Source: an optimization exercise on an open RTL-to-GDS flow (aim: a short achievable clock period and few clock cycles). Production flows keep margins and buffers that such runs may drop. In this exercise RTL edits were held to simulation tests only and were not proved equivalent to the original. No activity file was given, so power comes from the tool's default toggle rates.

$ cat run.sh
#!/bin/bash
# synth_recipe.tcl (not shown) runs the flow's synth.tcl, then flattens the netlist and writes it again
# the make line also repeats each setting of config.mk as NAME=value (left out here)
make -C /OpenROAD-flow-scripts/flow DESIGN_CONFIG=/design/flow/config.mk WORK_HOME=/design/flow/orfs CLKGATE_MAP_FILE= SYNTH_SCRIPT=/design/flow/synth_recipe.tcl finish
$ cat config.mk
export PLATFORM = sky130hd
export DESIGN_NAME = integrate
export DESIGN_NICKNAME = integrate
export VERILOG_FILES = /design/flow/design.v
export SDC_FILE = /design/flow/constraint.sdc
export NUM_CORES = 4
export LEC_CHECK = 0
export CAP_MARGIN = 20
export CORE_MARGIN = 2
export CORE_UTILIZATION = 40
export PLACE_DENSITY = 0.6
export SLEW_MARGIN = 20
$ cat constraint.sdc
create_clock -name core_clock -period 6.5 [get_ports {clock}]
set_input_delay 1.3000 -clock core_clock [delete_from_list [all_inputs] [get_ports {clock}]]
set_output_delay 1.3000 -clock core_clock [all_outputs]
set_load 0.01 [all_outputs]
$ cat design.v
  module enhanced (
	input clock,reset,Aeq0,Apos,enter,
	input [2:0] ir,
	output reg IRload,JMPmux,PCload,Meminst,MemWr,
	output reg [1:0] Asel,
	output reg Aload,Sub,Halt,
	output [3:0] showstate
  );
  reg [3:0] state, next_state;
  parameter s0=4'b0000,s1=4'b0001,s2=4'b0010,s3=4'b1000,s4=4'b1001,s5=4'b1010,s6=4'b1011,s7=4'b1100,s8=4'b1101,s9=4'b1110,s10=4'b1111;
  always @(posedge clock or negedge reset)
  begin
  if (reset == 0)
	state<=s0;
  else
	state<=next_state;
   end
   always @ (*)
   begin
   case (state)
	s0: begin
		{IRload,JMPmux,PCload,Meminst,MemWr,Asel[1:0],Aload,Sub,Halt}=10'b0000000000;
		next_state = s1;
	   end
	s1: begin
		{IRload,JMPmux,PCload,Meminst,MemWr,Asel[1:0],Aload,Sub,Halt}=10'b1010000000;
		next_state = s2;
		end
	s2: begin
		{IRload,JMPmux,PCload,Meminst,MemWr,Asel[1:0],Aload,Sub,Halt}=10'b0001000000;
		case(ir)
		3'b000 : next_state = s3;
		3'b001 : next_state = s4;
		3'b010 : next_state = s5;
		3'b011 : next_state = s6;
		3'b100 : next_state = s7;
		3'b101 : next_state = s8;
		3'b110 : next_state = s9;
		3'b111 : next_state = s10;
		endcase
		end
	s3: begin
		{IRload,JMPmux,PCload,Meminst,MemWr,Asel[1:0],Aload,Sub,Halt}=10'b0000010100;
		next_state = s0;
		end
	s4: begin
		{IRload,JMPmux,PCload,Meminst,MemWr,Asel[1:0],Aload,Sub,Halt}=10'b0001100000;
		next_state = s0;
		end
	s5: begin
		{IRload,JMPmux,PCload,Meminst,MemWr,Asel[1:0],Aload,Sub,Halt}=10'b0000000100;
		next_state = s0;
		end
	s6: begin
		{IRload,JMPmux,PCload,Meminst,MemWr,Asel[1:0],Aload,Sub,Halt}=10'b0000000110;
		next_state = s0;
		end
	s7: begin
		{IRload,JMPmux,PCload,Meminst,MemWr,Asel[1:0],Aload,Sub,Halt}=10'b0000001100;
		if(enter == 1)
		next_state = s0;
		else
		next_state = s7;
		end
	s8: begin
		if(Aeq0 == 1)
		{IRload,JMPmux,PCload,Meminst,MemWr,Asel[1:0],Aload,Sub,Halt}=10'b0110000000;
		else
		{IRload,JMPmux,PCload,Meminst,MemWr,Asel[1:0],Aload,Sub,Halt}=10'b0100000000;
		next_state = s0;
		end
	s9: begin
		if(Apos == 1)
		{IRload,JMPmux,PCload,Meminst,MemWr,Asel[1:0],Aload,Sub,Halt}=10'b0110000000;
		else
		{IRload,JMPmux,PCload,Meminst,MemWr,Asel[1:0],Aload,Sub,Halt}=10'b0100000000;
		next_state = s0;
		end
	s10: begin
		{IRload,JMPmux,PCload,Meminst,MemWr,Asel[1:0],Aload,Sub,Halt}=10'b0000000001;
		next_state = s10;
		end
	default : begin
		{IRload,JMPmux,PCload,Meminst,MemWr,Asel[1:0],Aload,Sub,Halt}=10'b0000000000;
		next_state = s0;
		end
	endcase
	end
	assign showstate = state;
	endmodule
module enhanced_dp(
	input clock,reset,
	input IRload,JMPmux,PCload,Meminst,MemWr,Aload,sub,
	input [1:0] Asel,
	input [7:0] input1,
	input prog_we,
	input [4:0] prog_addr,
	input [7:0] prog_data,
	input [4:0] dbg_addr,
	output [7:0] dbg_data,
	output Aeq0,Apos,
	output [2:0] ir,
	output [7:0] out1
);
reg [7:0] inData;
reg [7:0] ir_reg;
reg [4:0] pc;
reg [7:0] avalue;
reg [7:0] ram [31:0];
always @ (posedge clock , negedge reset) begin
if (reset == 0)
begin
	ir_reg <= 0;
end
else
	if(IRload == 0)
	begin
	ir_reg <= ir_reg;
	end
	else
	begin
	ir_reg[7:5] <= inData[7:5];
	ir_reg[4:0] <= inData[4:0];
	end
end
always @ (posedge clock , negedge reset)begin
if (reset ==0)
	pc <= 0;
else
	begin
	if (PCload == 0)
	pc <= pc;
	else
	begin
	if (JMPmux == 1)
	pc <= ir_reg[4:0];
	else
	pc <= pc +1;
	end
	end
end
always @ (posedge clock)begin
if (MemWr == 0)
	begin
	if(Meminst == 1) begin
	inData <= ram[ir_reg[4:0]];
	end
	else
	inData<=ram[pc];
	end
end
always @ (posedge clock)begin
if (prog_we == 1)
	ram[prog_addr] <= prog_data;
else if (MemWr == 1)
	begin
	if(Meminst ==1)
	ram[ir_reg[4:0]] <=  avalue;
	else
	ram[pc] <= avalue;
	end
end
always @ (posedge clock , negedge reset) begin
if (reset ==0)
	avalue <= 0;
else
	if(Aload == 0)
	avalue <= avalue;
	else
	begin
	case (Asel)
	2'b00 : begin
			if(sub == 1)
			avalue <= avalue - inData;
			else
			avalue <= avalue + inData;
			end
	2'b01 : avalue <= input1;
	2'b10 : avalue <= inData;
	default : avalue <= avalue;
	endcase
	end
end
assign Aeq0= ~(|avalue);
assign Apos= ~(avalue>>7);
assign out1= avalue;
assign ir = ir_reg[7:5];
assign dbg_data = ram[dbg_addr];
endmodule
module integrate(
input clock,reset,enter,
input [7:0] in1,
input prog_we,
input [4:0] prog_addr,
input [7:0] prog_data,
input [4:0] dbg_addr,
output [7:0] dbg_data,
output halt,
output in_req,
output [7:0] out1
);
wire IRload,JMPmux,PCload,Meminst,MemWr,Aload,Sub,Aeq0,Apos;
wire [1:0] Asel;
wire [2:0] irReg;
wire [3:0] statechg;
enhanced e1(clock,reset,Aeq0,Apos,enter,irReg[2:0],IRload,JMPmux,PCload,Meminst,MemWr,Asel[1:0],Aload,Sub,halt,statechg[3:0]);
enhanced_dp e2(clock,reset,IRload,JMPmux,PCload,Meminst,MemWr,Aload,Sub,Asel[1:0],in1[7:0],prog_we,prog_addr[4:0],prog_data[7:0],dbg_addr[4:0],dbg_data[7:0],Aeq0,Apos,irReg[2:0],out1[7:0]);
assign in_req = (statechg == 4'b1100);
endmodule
==> qor.yml, run 1 <==
global_route:
  met3_usage_pct: 8.188
  grt_pass1_wl_mm: 69.68
  grtUsageMet1_pct: 34.47
  antenna_found_initial: 2
  grtUsageTotal_pct: 23.37
  grt_overflow: 0
  top_usage_layer: "met1"
  grt_pass1_vias: 9838
  gr-usage-met2_pct: 32.61
  grt_max_degree: 55
timing:
  hold_viol: 0
  fmax_mhz: 186.3
  slew_headroom_pct: 21.84
  fin_skew_ps: 32.13
  drv_slew: 0
  finalSetupViolCount: 0
  fin_crit_sh_pct: 82.58
  worstMarginPinSlew_ps: 1168
  finalCriticalPeriod_ps: 5368
  setup_tns_ps: 0
  rsz0062_at_grt: "false"
route:
  routed_via_density: 6.671
  final_antenna_net_count: 0
  wl_per_cell_um: 31.20
  drc: 0
  wl_mm: 48.14
  drtPass1Iterations: 5
  vias: 10293
  drt_iter0_markers: 1463
synthesis:
  synthCells: 973
  synth_area_leaders: "edfxtp_1, mux4_2, dfrtp_1"
  synth_edf_count: 264
  synth-async-reset-ratio_pct: 8.651
  ys_seq_area_share_pct: 52.83
  synth_area_um2: 16190
  synth_ff_type: "edfxtp_1"
  yosys.area.top_type: "edfxtp_1"
  synthDominantCellAreaShare_pct: 48.96
  synth_nets: 1016
  ys_ff_latch: 289
  postSynthAreaPerCell_um2: 16.64
  yosysWarningCount: 2
  ys_types: 58
final_layout:
  top_register: "e2.ram"
  nets: 1036
  largest_register_ff_count: 256
  antenna-diode-count: 0
  areaGrowthSynthToFinish_pct: 12.33
  drive_gt1_share_pct: 31.34
  nFillCells: 3424
  final_core_utilization_pct: 45.67
worst_hold_path:
  min_from: "e2.ir_reg[5]$_DFFE_PN0P_"
  hold_depth: 1
  hold_end: "e2.ir_reg[5]$_DFFE_PN0P_"
  hold_class: "flop to flop"
pwr:
  p_int_mw: 4.715
  share_seq_of_total_power_pct: 34.6
  swShare_pct: 37.32
  power_frac_comb_pct: 41.1
  clockPowerShare_pct: 24.4
  powerDensity_nw_per_um2: 413.6
  leakagePower_nw: 5.832
  power.net_switching_mw: 2.808
  vdd_ir_drop_max_uv: 204.2
clock_network:
  clkSlewWorstSetupHoldPaths_ps: 60
  cts_setup_buffers: 0
  ctsHoldBuffers: 0
  root_buffer: "clkbuf_16"
  cts_max_level: 2
  cts_buffer_depth: 3
  numCtsBuffers: 34
  clk_latency_ps: 570
  clock_sinks: 289
  cts_tree: "done"
  cts_resized: 0
floorplan:
  die_w_um: 205.2
  start_util_pct: 40.66
  io_pins: 48
  dieHeight_um: 205.2
  row_count: 73
  core-area_um2: 39820
  dieArea_um2: 42100
place:
  gp_congestion: 0.9380
  dp_hpwl_mm: 32.02
  port_buffers: 47
critical_path:
  r2r_setup_slack_ps: 2520
  crit_path_start_kind: "primary input"
  cp.arrival_ps: 4070
  path_depth: 6
  path_buf_inv: 3
  path_delay_family: "multiplexers"
  cp_slowest_cell: "mux4_2"
  reg2reg_to: "e2.ram[5][5]$_DFFE_PP_"
  cp_max_fo: 43
  end_kind: "output pin"
  path_cells: "buf_4 -> buf_12 -> mux4_2 -> mux4_2 -> mux2_2 -> clkdlybuf4s50_1"
  worstReg2RegStart: "e1.state[3]$_DFF_PN0_"
  path_class: "primary input to output pin"
  max_stage_delay_ps: 580
  cpMostUsedCell: "mux4_2"
  r2r_cells: 6
  crit_required_ps: 5200
run_status:
  status: "no timing/DRC/antenna violations"
run:
  cap_violations: 0
## metrics by stage
stage / total power [mW] / std cells / cell area (µm²) / setup WS, ps / hold slack (ps)
2_1_floorplan: 4.728 / 973 / 16190 / 2179 / 471.6
3_3_place_gp: 5.662 / 1482 / 17110 / 1139 / 488.3
3_5_place_dp: 5.689 / 1482 / 17120 / 1106 / 487.6
4_1_cts: 7.520 / 1543 / 18170 / 1096 / 500.2
5_1_grt: 7.845 / 1543 / 18190 / 983.8 / 519.2
6_report: 7.523 / 1543 / 18190 / 1132 / 500.3
## layout make-up
type / count / area (µm²) / share of cell area (%)
tap: 525 / 656.9 / 3.612
clock buffer: 46 / 905.9 / 4.981
multi-input combinational: 586 / 7216 / 39.67
inverter: 16 / 60.06 / 0.3302
timing repair buffer: 66 / 630.6 / 3.467
clock inverter: 15 / 148.9 / 0.8187
sequential: 289 / 8569 / 47.12
## worst max-delay path by stage
stage,from,to
2_1_floorplan,dbg_addr[1],dbg_data[0]
3_3_place_gp,dbg_addr[0],dbg_data[3]
3_5_place_dp,dbg_addr[0],dbg_data[4]
4_1_cts,dbg_addr[0],dbg_data[3]
5_1_grt,dbg_addr[0],dbg_data[4]
6_report,dbg_addr[0],dbg_data[0]
## cell families after synthesis
logic type,Yosys count,share of synthesized area (%)
AOI/OAI and AO/OA,139,6.322
xor gates and xnor gates,13,0.7033
adders and majority gates,13,1.051
buffers and inverters,98,2.751
DFF,289,52.83
muxes,260,31.54
and+or+nand+nor,161,4.807
## Yosys cell counts, drive strengths merged, types with 6 or more instances
cell    count
o22ai       9
buf        40
nor2b      12
o221ai      6
inv        16
edfxtp    264
mux2i      32
a21o        7
a22o       14
dfrtp      25
o211ai      8
a221oi     19
ha         12
nand2b     10
mux2       31
o21ai      13
mux4      197
a21oi      17
nand2      35
nor3       15
a22oi      15
clkbuf     42
xnor2      12
a31oi       6
nor2       58
## cells in the final DEF, fill, tap and decap left out, types with 8 or more instances in the layout
| master | Yosys | final |
|---|---|---|
| o22ai_1 | 9 | 9 |
| o211ai_1 | 8 | 8 |
| dfrtp_1 | 25 | 20 |
| ha_1 | 12 | 12 |
| nand2b_1 | 10 | 10 |
| inv_1 | 16 | 16 |
| o21ai_0 | 12 | 12 |
| a221oi_1 | 19 | 19 |
| mux2_2 | 31 | 31 |
| nand2_1 | 35 | 35 |
| a21oi_1 | 17 | 17 |
| clkbuf_16 | 0 | 34 |
| clkbuf_1 | 42 | 11 |
| mux2i_1 | 32 | 32 |
| edfxtp_1 | 264 | 264 |
| clkdlybuf4s50_1 | 0 | 45 |
| buf_4 | 12 | 18 |
| a22oi_1 | 15 | 15 |
| nor3_1 | 14 | 14 |
| mux4_2 | 197 | 197 |
| nor2_1 | 57 | 50 |
| xnor2_1 | 12 | 12 |
| nor2b_1 | 12 | 12 |
| a22o_1 | 14 | 14 |
## power by group through the flow
stage          clock network (mW)  logic (mW)  registers [mW]
2_1_floorplan                   0        2.38            2.35
3_3_place_gp                    0        3.02            2.64
3_5_place_dp                    0        3.05            2.64
4_1_cts                      1.86        3.06            2.60
5_1_grt                      1.93        3.28            2.64
6_report                     1.83        3.09            2.60
## layer usage
metal	wire (µm)	share of wire (%)	vias to the layer above
met3	6544	14	94
met4	1492	3.1	4
met1	19760	41	5285
li1	-	-	4157
met2	20320	42	753
met5	27	0.056	-
Testbench counts, summed over its fixed seeds: cycles 68,356.
==> run 2, diff against run 1 <==
==> design.v (replaced) <==
module integrate(
input clock,reset,enter,
input [7:0] in1,
input prog_we,
input [4:0] prog_addr,
input [7:0] prog_data,
input [4:0] dbg_addr,
output [7:0] dbg_data,
output halt,
output in_req,
output [7:0] out1
);
reg [7:0] ram [31:0];
reg [4:0] pc;
reg [7:0] avalue;
reg halted;
wire [7:0] ins = ram[pc];
wire [2:0] op = ins[7:5];
wire [4:0] addr = ins[4:0];
wire [7:0] opd = ram[addr];
wire run = reset & ~halted;
wire [4:0] pc1 = pc + 5'd1;
always @(posedge clock or negedge reset) begin
  if (reset == 0) begin
    pc <= 0;
    avalue <= 0;
    halted <= 0;
  end else if (!halted) begin
    case (op)
      3'b000: begin avalue <= opd; pc <= pc1; end
      3'b001: pc <= pc1;
      3'b010: begin avalue <= avalue + opd; pc <= pc1; end
      3'b011: begin avalue <= avalue - opd; pc <= pc1; end
      3'b100: if (enter) begin avalue <= in1; pc <= pc1; end
      3'b101: pc <= (avalue == 8'd0) ? addr : pc1;
      3'b110: pc <= (avalue[7] == 1'b0) ? addr : pc1;
      3'b111: halted <= 1'b1;
    endcase
  end
end
always @(posedge clock) begin
  if (prog_we)
    ram[prog_addr] <= prog_data;
  else if (run && op == 3'b001)
    ram[addr] <= avalue;
end
assign halt = reset & (halted | op == 3'b111);
assign in_req = run & (op == 3'b100);
assign out1 = avalue;
assign dbg_data = ram[dbg_addr];
endmodule
==> qor.yml, run 2 <==
synthesis:
  synth_ff_type: "edfxtp_1"
  synthDominantCellAreaShare_pct: 46.84
  ys_ff_latch: 270
  synth_nets: 1296
  synthCells: 1256
  synth_area_um2: 16410
  synth_edf_count: 256
  yosys.area.top_type: "edfxtp_1"
  ys_seq_area_share_pct: 48.97
  yosysMostFrequentCell: "edfxtp_1"
  synth-async-reset-ratio_pct: 5.185
  synth_area_leaders: "edfxtp_1, mux4_2, mux2i_1"
  postSynthAreaPerCell_um2: 13.07
  ys_types: 84
  yosysWarningCount: 1
  yosys-top-cells-count: "edfxtp_1, nand2_1, mux4_2, mux2i_1, nor2_1"
place:
  place_inst: 1863
  dp_hpwl_mm: 40.52
  port_buffers: 47
  gp_congestion: 0.9667
  place_area_um2: 18100
final_layout:
  layout_common_cells: "edfxtp_1, nand2_1, mux4_2, buf_4, mux2i_1"
  nets: 1414
  mostFrequentLayoutCell: "edfxtp_1"
  drive_gt1_share_pct: 27.19
  stdcell_area_um2: 19160
  reg_top3: "ram x256, avalue x8, pc x5"
  largest_register_ff_count: 256
  final_cells: 1928
  final_core_utilization_pct: 47.15
  areaGrowthSynthToFinish_pct: 16.77
  top_register: "ram"
route:
  wl_per_cell_um: 30.43
  routed_via_density: 6.589
  wl_mm: 58.66
  vias: 12704
  drt_iter0_markers: 1762
  final_antenna_net_count: 0
  drc: 0
  drtPass1Iterations: 8
clock_network:
  root_buffer: "clkbuf_16"
  clkSlewWorstSetupHoldPaths_ps: 60
  cts_tree: "done"
  cts_max_level: 1
  cts_buffer_depth: 3
  clock_sinks: 270
  numCtsBuffers: 30
  ctsHoldBuffers: 0
  clk_latency_ps: 590
critical_path:
  crit_path_start_kind: "flop"
  cp_slowest_cell: "or4_4"
  crit_required_ps: 6960
  cp.arrival_ps: 6660
  cpMostUsedCell: "buf_4"
  path_delay_family: "compound AO/OA/AOI/OAI gates"
  end_kind: "flop"
  r2r_cells: 26
  r2r_setup_slack_ps: 300
  worstReg2RegStart: "pc[0]$_DFFE_PN0P_"
  cp_max_fo: 7
  reg2reg_to: "avalue[7]$_DFFE_PN0P_"
  path_buf_inv: 3
  path_class: "flop to flop"
  max_stage_delay_ps: 620
global_route:
  grtUsageTotal_pct: 27.52
  antenna_found_initial: 0
  grt_overflow: 0
  grt_pass1_wl_mm: 83.90
  grt_max_degree: 65
  grt_pass1_vias: 12273
floorplan:
  row_count: 74
  dieHeight_um: 206.6
  start_util_pct: 40.38
  io_pins: 48
  core-area_um2: 40650
  die_w_um: 206.6
  dieArea_um2: 42670
run_status:
  status: "no timing/DRC/antenna violations"
timing:
  worstMarginPinSlew_ps: 982.8
  hold_viol: 0
  setup_tns_ps: 0
  fmax_mhz: 161.3
  finalSetupViolCount: 0
  slew_headroom_pct: 33.65
  fin_crit_sh_pct: 95.36
  drv_slew: 0
  rsz0062_at_grt: "false"
  finalCriticalPeriod_ps: 6199
  fin_skew_ps: 21.36
pwr:
  powerDensity_nw_per_um2: 618.1
  leakagePower_nw: 6.725
  power_mw: 11.84
  vdd_ir_drop_max_uv: 354.1
worst_hold_path:
  min_from: "halted$_DFF_PN0_"
  hold_depth: 2
  hold_end: "halted$_DFF_PN0_"
  hold_class: "flop to flop"
run:
  cap_violations: 0
run 2: cell types whose count changed after synthesis, sizes merged, moves of 19 or more:
cell and change:
nand2 +89, mux2i +78, mux4 -75, nand3 +65, o21ai +27, a21oi +21, nor2 +19
run 2: area by class of cell:
| type | instances | area [µm²] |
|---|---|---|
| fill | 3582 | 21480 |
| tap | 532 | 665.6 |
| timing repair buffer | 177 | 1578 |
| antenna | 2 | 5.005 |
| clock inverter | 17 | 121.4 |
| multi-input combinational | 879 | 7921 |
| inverter | 16 | 60.06 |
| sequential | 270 | 8044 |
| clock buffer | 35 | 769.5 |
run 2: through the flow:
stage | worst slack, ps | hold slack (ps)
after floorplan | 936.0 | 468.4
after global placement | 376.8 | 499.8
after detailed placement | 302.9 | 519.9
after CTS | 273.5 | 534.1
after global routing | 0.2256 | 560.7
final | 301.4 | 525.3
run 2: per-layer routing:
| layer | vias to the layer above | share of wire, % | track usage, % | wire length, µm |
|---|---|---|---|---|
| met5 | - | 0 | 0 | 0 |
| met1 | 6397 | 41 | 38.65 | 24050 |
| met2 | 831 | 44 | 41.28 | 25780 |
| met3 | 154 | 10 | 6.531 | 6118 |
| met4 | 0 | 4.6 | 10.94 | 2712 |
| li1 | 5322 | - | - | - |
run 2: worst max path at each step:
stage                                 start  cells after the start                     to
after detailed placement  pc[0]$_DFFE_PN0P_                     25  avalue[7]$_DFFE_PN0P_
final                     pc[0]$_DFFE_PN0P_                     26  avalue[7]$_DFFE_PN0P_
after floorplan           pc[0]$_DFFE_PN0P_                     31  avalue[7]$_DFFE_PN0P_
after global placement    pc[0]$_DFFE_PN0P_                     27  avalue[7]$_DFFE_PN0P_
after global routing      pc[0]$_DFFE_PN0P_                     29  avalue[7]$_DFFE_PN0P_
after CTS                 pc[0]$_DFFE_PN0P_                     26  avalue[7]$_DFFE_PN0P_
run 2: cell families after synthesis:
logic type	Yosys count	share of synthesized area, %
AND/OR/NAND/NOR	363	10.56
flip-flops	270	48.97
multiplexers	266	25.78
AO/OA/AOI/OAI	231	10.23
buffers and inverters	107	3.164
adder cells (fa/ha/maj)	10	0.8081
XOR/XNOR	9	0.4803
run 2: what timing repair did:
item / in CTS / in global routing
resized for setup: 0 / 12
hold endpoints to repair: 0 / 0
setup endpoints to repair: 0 / 1
buffers inserted: 0 / 10
run 2: tightest hold or removal path, cell delays in order (launching register included):
cell     delay, ps
dfrtp_1        330
inv_1           50
o31ai_1        100
run 2: power by group:
part / internal (mW) / switching (mW)
Combinational: 3.43 / 4.75
Sequential: 1.98 / 0.0965
Clock: 0.878 / 0.715
Testbench counts of run 2, summed over its fixed seeds: cycles 16,705.

[port drivers added, routing unchanged]
Ports are ideal in the flow. The routed layouts listed here were re-timed in OpenROAD. Step 1, drivers: a clkbuf_16 drives clock and a buf_2 each remaining input, both assumed. Step 2 times the ports against the registers' clock, not the clock port: input delays grow and output delays shrink by t, the midpoint of the rising clock arrivals with the driver on. Slacks: ideal ports / drivers / drivers and shift; pairs: ideal ports / drivers.
run | t (ns) | slack for setup (ns) | worst hold slack (ns) | worst data-port slew with drivers (ns)
run 1 | 0.601 | 1.132 / 1.110 / 1.110 | 0.500 / 0.500 / 0.500 | 0.07
run 2 | 0.637 | 0.301 / 0.301 / 0.301 | 0.525 / 0.525 / 0.525 | 0.05
After both steps setup and hold are still met in every run listed. The setup slack of run 1, which loses most, moves by -0.022 ns with the drivers and by -0.022 ns with both steps.
